Source: an optimization exercise on an open RTL-to-GDS flow (aim: small area, a short achievable clock period and few clock cycles per item). Production flows keep margins and buffers that such runs may drop. The RTL was checked by simulation tests, not by an equivalence proof against the original design.

==> job 4802: inputs <==
Design MCH, start of the top module:
module MCH (
    input               clk,
    input               reset,
    input       [ 7:0]  X,
    input       [ 7:0]  Y,
    output              Done,
    output      [16:0]  area
);
localparam N = 20;
localparam S_READ = 2'd0, S_WAIT = 2'd1, S_SCAN = 2'd2, S_DONE = 2'd3;
reg  [1:0] state;
reg  [4:0] icnt;
reg  [2:0] scnt;      
reg        ph;        
reg  [7:0] px, py;
reg        pv;
reg  [7:0] ex [0:N-1];
reg  [7:0] ey [0:N-1];
reg  [N-1:0] val, nNE, nNW, nSE, nSW;
function [1:0] cmp8;   
    input [7:0] a, b;
    integer k;
    reg l, e;
    begin
        l = 1'b0; e = 1'b1;
        for (k = 7; k >= 0; k = k - 1) begin
            l = l | (e & ~a[k] & b[k]);
            e = e & ~(a[k] ^ b[k]);
        end
        cmp8 = {l, e};
    end
endfunction
wire [N-1:0] lt_x, eq_x, lt_y, eq_y;
genvar g;
generate for (g = 0; g < N; g = g + 1) begin : cmp
    assign {lt_x[g], eq_x[g]} = cmp8(ex[g], px);
    assign {lt_y[g], eq_y[g]} = cmp8(ey[g], py);
end endgenerate
wire [N-1:0] le_x = lt_x | eq_x;
wire [N-1:0] le_y = lt_y | eq_y;
wire [N-1:0] eq_p = eq_x & eq_y;
wire dNE_p = |(val & ~lt_x & ~lt_y);
wire dNW_p = |(val &  le_x & ~lt_y);
wire dSE_p = |(val & ~lt_x &  le_y);
wire dSW_p = |(val &  le_x &  le_y);
wire [N-1:0] upd = {N{pv}} & ~eq_p;
wire [N-1:0] fNE = nNE & ~(upd &  le_x &  le_y);
wire [N-1:0] fNW = nNW & ~(upd & ~lt_x &  le_y);
wire [N-1:0] fSE = nSE & ~(upd &  le_x & ~lt_y);
wire [N-1:0] fSW = nSW & ~(upd & ~lt_x & ~lt_y);
wire [N-1:0] kl = val & (lt_x | (eq_x & lt_y));
wire ins = pv;
integer i;
always @(posedge clk) begin
    px <= X;
    py <= Y;
    if (state == S_READ && icnt == 5'd0) begin
        val <= {N{1'b0}};
    end else if (ins) begin
        for (i = 0; i < N; i = i + 1) begin
            if (kl[i]) begin
                nNE[i] <= fNE[i]; nNW[i] <= fNW[i]; nSE[i] <= fSE[i]; nSW[i] <= fSW[i];
            end else if (i == 0 || kl[i-1]) begin
  ...
export LEC_CHECK = 0
export ABC_AREA = 1
export CAP_MARGIN = 20
export CORE_MARGIN = 2
export CORE_UTILIZATION = 35
export CTS_CLUSTER_DIAMETER = 100
export CTS_CLUSTER_SIZE = 20
export PLACE_DENSITY = 0.55
export SLEW_MARGIN = 20
export TNS_END_PERCENT = 50
create_clock -name core_clock -period 13.0 [get_ports {clk}]
standard.sh (not shown) runs the stock make flow with config.mk's settings and CLKGATE_MAP_FILE= SYNTH_SCRIPT=/design/flow/synth_recipe.tcl, a recipe that flattens the netlist after the stock synthesis.
==> flow/flow/run.sh <==
#!/bin/bash
# Layout flow: the standard flow (standard synthesis, floorplan, placement,
# CTS, routing) unchanged, except that ORFS's timing repair (after CTS and after
# global routing) is asked to leave 9.3 ns of setup slack instead of 0, so that it
# also speeds up paths that already meet the 13 ns clock. The clock, the I/O
# constraints and everything else are the design's.
set -uo pipefail
cp standard.sh standard_sh.copy.log
export SETUP_SLACK_MARGIN=9.3
bash standard.sh > standard.log 2>&1
==> inputs of job 4008, as changes to job 4802 <==
--- a/flow/design.v
+++ b/flow/design.v
@@ -1048,41 +1048,57 @@
 wire [7:0] Sx = cn ? sx1 : sx0, Sy = cn ? sy1 : sy0;
 wire [7:0] Hx = cn ? hx1 : hx0, Hy = cn ? hy1 : hy0;
 wire [7:0] Qx = cn ? qx1 : qx0, Qy = cn ? qy1 : qy0;
 wire [7:0] Nx = cn ? nx1 : nx0, Ny = cn ? ny1 : ny0;
 wire       Sv = cn ? sv1 : sv0, Hv = cn ? hv1 : hv0;
 wire       Qok = cn ? qok1 : qok0, Nok = cn ? nok1 : nok0;
 wire       Frst = cn ? first1 : first0;
 wire       hasop = s2v;                        
+wire [7:0] ks_x = Sx, ks_y = Sy, kt_x = Tx, kt_y = Ty, kq_x = Qx, kq_y = Qy;
+wire [7:0] us_x = Tx, us_y = Ty, ut_x = Qx, ut_y = Qy, uq_x = Nx, uq_y = Ny;
+wire [7:0] os_x = Hx, os_y = Hy, ot_x = Sx, ot_y = Sy, oq_x = Qx, oq_y = Qy;
+wire [7:0] k1x = cn ? kq_x : kt_x, k1y = cn ? kq_y : kt_y, k2x = cn ? kt_x : kq_x, k2y = cn ? kt_y : kq_y;
+wire [7:0] u1x = cn ? uq_x : ut_x, u1y = cn ? uq_y : ut_y, u2x = cn ? ut_x : uq_x, u2y = cn ? ut_y : uq_y;
+wire [7:0] o1x = cn ? oq_x : ot_x, o1y = cn ? oq_y : ot_y, o2x = cn ? ot_x : oq_x, o2y = cn ? ot_y : oq_y;
+wire [7:0] kA = k1x - ks_x, kD = k2x - ks_x;
+wire [8:0] kB = {1'b0, k2y} - {1'b0, ks_y}, kC = {1'b0, ks_y} - {1'b0, k1y};
+wire [7:0] uA = u1x - us_x, uD = u2x - us_x;
+wire [8:0] uB = {1'b0, u2y} - {1'b0, us_y}, uC = {1'b0, us_y} - {1'b0, u1y};
+wire [7:0] oA = o1x - os_x, oD = o2x - os_x;
+wire [8:0] oB = {1'b0, o2y} - {1'b0, os_y}, oC = {1'b0, os_y} - {1'b0, o1y};
+wire [7:0] kW = kq_x - kt_x, uW = uq_x - ut_x;
+wire [8:0] kH = {1'b0, kq_y} + {1'b0, kt_y}, uH = {1'b0, uq_y} + {1'b0, ut_y};
 wire useu = hasop && push;
 wire useo = hasop && pop;
-wire [7:0] ps_x = useo ? Hx : useu ? Tx : Sx, ps_y = useo ? Hy : useu ? Ty : Sy;
-wire [7:0] pt_x = useo ? Sx : useu ? Qx : Tx, pt_y = useo ? Sy : useu ? Qy : Ty;
-wire [7:0] pq_x = useu ? Nx : Qx, pq_y = useu ? Ny : Qy;
-wire [7:0] o1x = cn ? pq_x : pt_x, o1y = cn ? pq_y : pt_y, o2x = cn ? pt_x : pq_x, o2y = cn ? pt_y : pq_y;
-wire [7:0] nA = o1x - ps_x, nD = o2x - ps_x;
-wire [8:0] nB = {1'b0, o2y} - {1'b0, ps_y}, nC = {1'b0, ps_y} - {1'b0, o1y};
-wire [7:0] nW = pq_x - pt_x;
-wire [8:0] nH = {1'b0, pq_y} + {1'b0, pt_y};
 wire nv   = scan && (cn ? (scnt >= 3'd2) : (scnt >= 3'd1)) && (useu ? Nok : (useo ? 1'b1 : Qok));
 reg  [16:0] acc;
 reg         done_r;
 always @(posedge clk) begin
     q0r <= row0; q1r <= row1;
     trr0 <= d1first ? (trap0 ^ {17{d1c}}) : 17'd0;
     trr1 <= d1first ? (trap1 ^ {17{d1c}}) : 17'd0;
     trneg <= d1first & d1c;
     s2c <= d1c; s2force <= d1force;
     if (state == S_WAIT) acc <= 17'd0;
     else if (s2v) acc <= pop ? acc_p : acc_k;
     d1c <= cn;
-    dA <= nA; dB <= nB; dC <= nC; dD <= nD; dW <= nW; dH <= nH;
-    d1first <= useu | (!useo & Frst);
-    d1force <= useo ? !Hv : useu ? 1'b0 : !Sv;
+    if (useo) begin
+        dA <= oA; dB <= oB; dC <= oC; dD <= oD;
+        d1first <= 1'b0;
+        d1force <= !Hv;
+    end else if (useu) begin
+        dA <= uA; dB <= uB; dC <= uC; dD <= uD; dW <= uW; dH <= uH;
+        d1first <= 1'b1;
+        d1force <= 1'b0;
+    end else begin
+        dA <= kA; dB <= kB; dC <= kC; dD <= kD; dW <= kW; dH <= kH;
+        d1first <= Frst;
+        d1force <= !Sv;
+    end
 end
 always @(posedge clk) begin
     rdn0 <= 1'b0; rdh0 <= 1'b0;
     rdn1 <= 1'b0; rdh1 <= 1'b0;
     rq0 <= wait2;
     if (wait2) begin rem0 <= relU1; rem1 <= relD1; end
     rq1 <= rq0;
     rn0 <= rq1;
==> flow/flow/run.sh (replaced) <==
#!/bin/bash
# Layout flow: the standard flow (standard synthesis, floorplan, placement,
# CTS, routing) unchanged, except that ORFS's timing repair (after CTS and after
# global routing) is asked to leave 9 ns of setup slack instead of 0, so that it
# also speeds up paths that already meet the 13 ns clock. The clock, the I/O
# constraints and everything else are the design's.
set -uo pipefail
cp standard.sh standard_sh.copy.log
export SETUP_SLACK_MARGIN=9
bash standard.sh > standard.log 2>&1
==> flow/config.mk (replaced) <==
export PLATFORM = sky130hd
export DESIGN_NAME = MCH
export DESIGN_NICKNAME = MCH
export VERILOG_FILES = /design/flow/design.v
export SDC_FILE = /design/flow/constraint.sdc
export NUM_CORES = 8
export LEC_CHECK = 0
export CAP_MARGIN = 20
export CORE_MARGIN = 2
export CORE_UTILIZATION = 25
export PLACE_DENSITY = 0.45
export SLEW_MARGIN = 20
==> impl_metrics.ini <==
[outcome]
outcome = timing/DRC/antenna clean

[yosys]
synthesis.nets = 7573
synth_commonest_cells = nand2_1 (1030), edfxtp_1 (669), inv_1 (635)
synth_fa_ha_area_share_pct = 12.8

[cells_and_area]
area_growth_pct = 16.0
multi_input_area_share_pct = 47.8
regArea_um2 = 26500
layout_common_cells = nand2_1 (1027), edfxtp_1 (669), inv_1 (628), o21ai_0 (474), a21oi_1 (336)
final_cells = 10700

[floorplan]
core_area_um2 = 262000

[worst_setup_path]
reg2reg_depth = 15

[detailed_routing]
drt_iter0_markers = 5648
met2_length_um = 131000

[global_routing]
use_met3_pct = 3.05
That was job 4008.
==> impl_metrics.ini <==
[outcome]
outcome = timing/DRC/antenna clean

[cells_and_area]
final_cells = 10900
regArea_um2 = 26300
layout_common_cells = nand2_1 (1905), inv_1 (1182), nor2_1 (866), o21ai_0 (792), edfxtp_1 (652)
area_growth_pct = 11.8

[detailed_routing]
met2_length_um = 125000
drt_iter0_markers = 6287

[global_routing]
use_met3_pct = 3.02

[worst_setup_path]
reg2reg_depth = 18

[floorplan]
core_area_um2 = 184000

[power]
That was job 4802.
Testbench counts of job 4802, summed over its fixed seeds: cycles 15,977, hulls 384.
Testbench counts of job 4008, summed over its fixed seeds: cycles 15,977, hulls 384.

==> port drivers added, routing unchanged <==
No port has a modelled driver above. Below, the same layouts with a new extraction and two added sets of constraints. Step 1, drivers: a clkbuf_16 drives clk and a buf_2 each remaining input, both assumed. Step 2 moves the port delays by t, midway between the first and last clock arrival at a register: inputs arrive t later, outputs are due t later. That takes back most of the time a late clock gives input paths. Three values: ideal, step 1, step 2; two values: the first two.
run | t, ns | setup slack, ns | hold slack, ns
job 4802 | 0.829 | 9.125 / 9.037 / 9.249 | 0.357 / 0.357 / 0.357
job 4008 | 0.868 | 8.818 / 8.802 / 8.818 | 0.354 / 0.354 / 0.354
After both steps setup and hold are still met in every run listed.
